Source: an optimization exercise on an open RTL-to-GDS flow (aim: small area, a short achievable clock period and few clock cycles). Production flows keep margins and buffers that such runs may drop. Power figures rest on the tool's default switching activity, not on a simulated workload.

## run a
Design nb_tx_top, start of the top module:
module nb_tx_top #(parameter TBS = 16 , parameter G = 132, parameter Qm = 2, parameter rv_indx = 0)
    (
        output logic                  e_k,
        output logic                  RM_Valid,
        input logic                   i_data_crc,
        input logic                   i_clk_crc,
                                      i_rst_crc
    );
    logic [3:0]  ra, rb, ra_q, rb_q;
    logic [8:0]  hi, hi_q;
    assign ra = {ra_q[3:1], ~ra_q[0]};
    assign rb = {rb_q[3:1], ~rb_q[0]};
    assign hi = {hi_q[8:1], ~hi_q[0]};
    logic [15:0] d;
    logic [16:0] m, mq;
    logic        din, load, e_en, enq, v_nxt;
    assign din = i_data_crc;
    always_ff @(posedge i_clk_crc, negedge i_rst_crc)
        if (!i_rst_crc) begin
            ra_q <= 4'd0;
            rb_q <= 4'd0;
            hi_q <= 9'd0;
        end else begin
            ra_q <= {ra[2:0], ~ra[3]};
            if (ra[3]) rb_q <= {rb[2:0], ~rb[3]};
            if (ra[3] & rb[3]) hi_q <= {hi[7:0], 1'b1};
        end
    always_ff @(posedge i_clk_crc)
        d <= {d[14:0], load ? din : d[15]};
    always_ff @(posedge i_clk_crc, negedge i_rst_crc)
        if (!i_rst_crc) RM_Valid <= 1'b0;
        else RM_Valid <= v_nxt;
    always_ff @(posedge i_clk_crc)
        mq <= m;
    always_ff @(posedge i_clk_crc, negedge i_rst_crc)
        if (!i_rst_crc) enq <= 1'b0;
        else enq <= e_en;
    always_ff @(posedge i_clk_crc, negedge i_rst_crc)
        if (!i_rst_crc) e_k <= 1'b0;
  ...
export LEC_CHECK = 0
export ABC_AREA = 1
export CAP_MARGIN = 20
export CORE_MARGIN = 2
export CORE_UTILIZATION = 30
export CTS_BUF_LIST = sky130_fd_sc_hd__clkbuf_16
export PLACE_DENSITY = 0.5
export SETUP_SLACK_MARGIN = 4.5
export SLEW_MARGIN = 20
create_clock -name core_clock -period 7.0 [get_ports {i_clk_crc}]
standard.sh (not shown) runs the stock make flow with config.mk's settings and CLKGATE_MAP_FILE= SYNTH_SCRIPT=/design/flow/synth_recipe.tcl, a recipe that flattens the netlist after the stock synthesis.
==> flow/flow/run.sh <==
#!/bin/bash
set -euo pipefail
rm -rf myscripts
cp -r "$FLOW_HOME/scripts" myscripts
cp flow/abc_area.script myscripts/abc_area.script
bash standard.sh SCRIPTS_DIR="$PWD/myscripts" finish > make_finish.log 2>&1
==> flow/flow/abc_area.script <==
strash
&get -n
&deepsyn -J 200
&put
dch -f
map -a
strash
dch -f
map -a
topo
Run a | status: complete | timing, DRC, antenna: pass
Input-level comparison between run b and run a:
==> flow/flow/abc_area.script <==
strash
&get -n
&fraig -x
&dc2
&put
dch -f
map -a
strash
dch -f
map -a
strash
dch -f
map -a
topo
Findings:
- Going from run a to run b, cell area after layout grows by 4.3%.
- Total power, run b vs run a: up slightly
- Run b vs run a — critical path data required time dropped 0.09 ns.
No functional check of the RTL was part of any run of this note.

---

Setup of run E:
nb_tx_top, a different RTL version from the one above (not shown whole).
Size in the first run: roughly 620 cells after synthesis, roughly 53 flip-flops, roughly 5 I/O pins.
Settings: LEC_CHECK=0, ABC_AREA=1, CAP_MARGIN=20, CORE_MARGIN=2, CORE_UTILIZATION=30, PLACE_DENSITY=0.5, SETUP_SLACK_MARGIN=5, SLEW_MARGIN=20; clock period 7.0 ns.
run.sh (not shown) runs the stock make flow with config.mk's settings and CLKGATE_MAP_FILE= SYNTH_SCRIPT=/design/flow/synth_recipe.tcl, a recipe that flattens the netlist after the stock synthesis.
Stock flow here: none of the scripts above is used.
diff inputs: run E => run C
# run E
export LEC_CHECK = 0
export ABC_AREA = 1
export CAP_MARGIN = 20
export CORE_MARGIN = 2
export CORE_UTILIZATION = 30
export PLACE_DENSITY = 0.5
export SETUP_SLACK_MARGIN = 5
export SLEW_MARGIN = 20
create_clock -name core_clock -period 7.0 [get_ports {i_clk_crc}]
# run C
export LEC_CHECK = 0
export ABC_AREA = 1
export CAP_MARGIN = 20
export CORE_MARGIN = 2
export CORE_UTILIZATION = 30
export PLACE_DENSITY = 0.5
export SETUP_SLACK_MARGIN = 4.5
export SLEW_MARGIN = 20
create_clock -name core_clock -period 7.0 [get_ports {i_clk_crc}]
Results
The higher worst slack at placement of run C and run E is in run C.
Cells: run C has fewer instances than run E
Compared with run E, run C shows cell depth of the worst flop-to-flop path lower by 2.
Note that the total power consumption of the routed design recorded for run E amounts to 0.949 times the value seen in run C.
NOTE: post-route fraction of the period consumed by the critical path in run C exceeds that of run E
Layout-stage area growth over the synthesis result, run C and run E: larger value in run E
A launching instance or port of the critical path of t[1] is what run C shows, while e_k belongs to run E.
No functional check of the RTL was part of any run of this note.

---

Another version of the RTL of nb_tx_top (not shown whole).
Size: ~700 cells after synthesis, about 44 flip-flops, roughly 5 I/O pins, ~0.0040 mm² of cells after synthesis.
make LEC_CHECK=0 ABC_AREA=1 CAP_MARGIN=20 CORE_MARGIN=2 CORE_UTILIZATION=30 PLACE_DENSITY=0.5 SETUP_SLACK_MARGIN=5 SLEW_MARGIN=20 finish   # period 7.0 ns
The first run finished with timing, DRC and antenna clean.
Rerun with:
--- a/flow/config.mk
+++ b/flow/config.mk
@@ -6,9 +6,8 @@
 export NUM_CORES = 4
 export LEC_CHECK = 0
-export ABC_AREA = 1
 export CAP_MARGIN = 20
 export CORE_MARGIN = 2
 export CORE_UTILIZATION = 30
 export PLACE_DENSITY = 0.5
-export SETUP_SLACK_MARGIN = 5
+export SETUP_SLACK_MARGIN = 4.5
 export SLEW_MARGIN = 20
=> The new run completed with no timing, DRC or antenna violations. Global-route usage drops by 4.4 points. Cell count drops by about a fifth. Core utilization drops by 4.0 points. Hold slack hardly moves. Sequential power barely changes. Synthesized cell count drops by about a fifth. Routed wire length drops by roughly a tenth.
Rerun with:
--- a/flow/config.mk
+++ b/flow/config.mk
@@ -8,6 +8,6 @@
 export CAP_MARGIN = 20
 export CORE_MARGIN = 2
-export CORE_UTILIZATION = 30
-export PLACE_DENSITY = 0.5
-export SETUP_SLACK_MARGIN = 4.5
+export CORE_UTILIZATION = 40
+export PLACE_DENSITY = 0.6
+export SETUP_SLACK_MARGIN = 5
 export SLEW_MARGIN = 20
=>
- The new run finished clean
- routed wire length increases by 11%
- area after synthesis stays the same
- non-clock buffer count increases by 67
- setup slack gains 0.078 ns
- cell area increases by 20%
Rerun with:
--- a/flow/config.mk
+++ b/flow/config.mk
@@ -8,6 +8,6 @@
 export CAP_MARGIN = 20
 export CORE_MARGIN = 2
-export CORE_UTILIZATION = 40
-export PLACE_DENSITY = 0.6
-export SETUP_SLACK_MARGIN = 5
+export CORE_UTILIZATION = 30
+export PLACE_DENSITY = 0.5
+export SETUP_SLACK_MARGIN = 3.5
 export SLEW_MARGIN = 20
Sequential share of layout area grows by 5.9 points.
Register-to-register slack is worse by 0.86 ns.
Flip-flop and latch count stays the same.
Design area falls by 27%.
Worst setup slack degrades by 0.86 ns.
Sequential power is about the same.
No functional check of the RTL was part of any run of this note.

[separate check: timing with driven ports]
The flow's constraints put no driver on any port. The routed layouts listed below were extracted and timed again, unchanged, in two steps. Step 1 (the two cells are an assumption about what drives the block):
set clk [get_ports {i_clk_crc}]
set_driving_cell -lib_cell sky130_fd_sc_hd__clkbuf_16 $clk
set_driving_cell -lib_cell sky130_fd_sc_hd__buf_2 [delete_from_list [all_inputs] $clk]
Step 2 adds t to the input delays and takes it off the output delays; t is the mean of the earliest and latest rising clock arrival at the registers after step 1. Input paths then give back, and output paths get back, about the clock's delay inside the block. Three values: ideal ports, drivers, drivers and shift; two values: the first two.
run | t (ns) | setup WS [ns] | latest minus earliest clock arrival (ns)
run a | 0.328 | 4.373 / 4.373 / 4.373 | 0.007 / 0.006
run b | 0.332 | 4.525 / 4.525 / 4.489 | 0.007 / 0.007
run E | 0.325 | 4.769 / 4.730 / 4.766 | 0.011 / 0.011
run C | 0.332 | 4.599 / 4.599 / 4.599 | 0.010 / 0.010
the first run of note 3 | 0.336 | 4.798 / 4.760 / 4.825 | 0.018 / 0.018
the second run of note 3 | 0.325 | 4.475 / 4.475 / 4.349 | 0.011 / 0.012
the third run of note 3 | 0.348 | 4.553 / 4.553 / 4.484 | 0.016 / 0.015
the fourth run of note 3 | 0.326 | 3.694 / 3.694 / 3.694 | 0.013 / 0.013
After both steps setup and hold are still met in every run listed. For the second run of note 3, which loses most, drivers alone change the setup slack by 0.000 ns; drivers and shift together by -0.126 ns. Setup slack includes reset recovery checks.
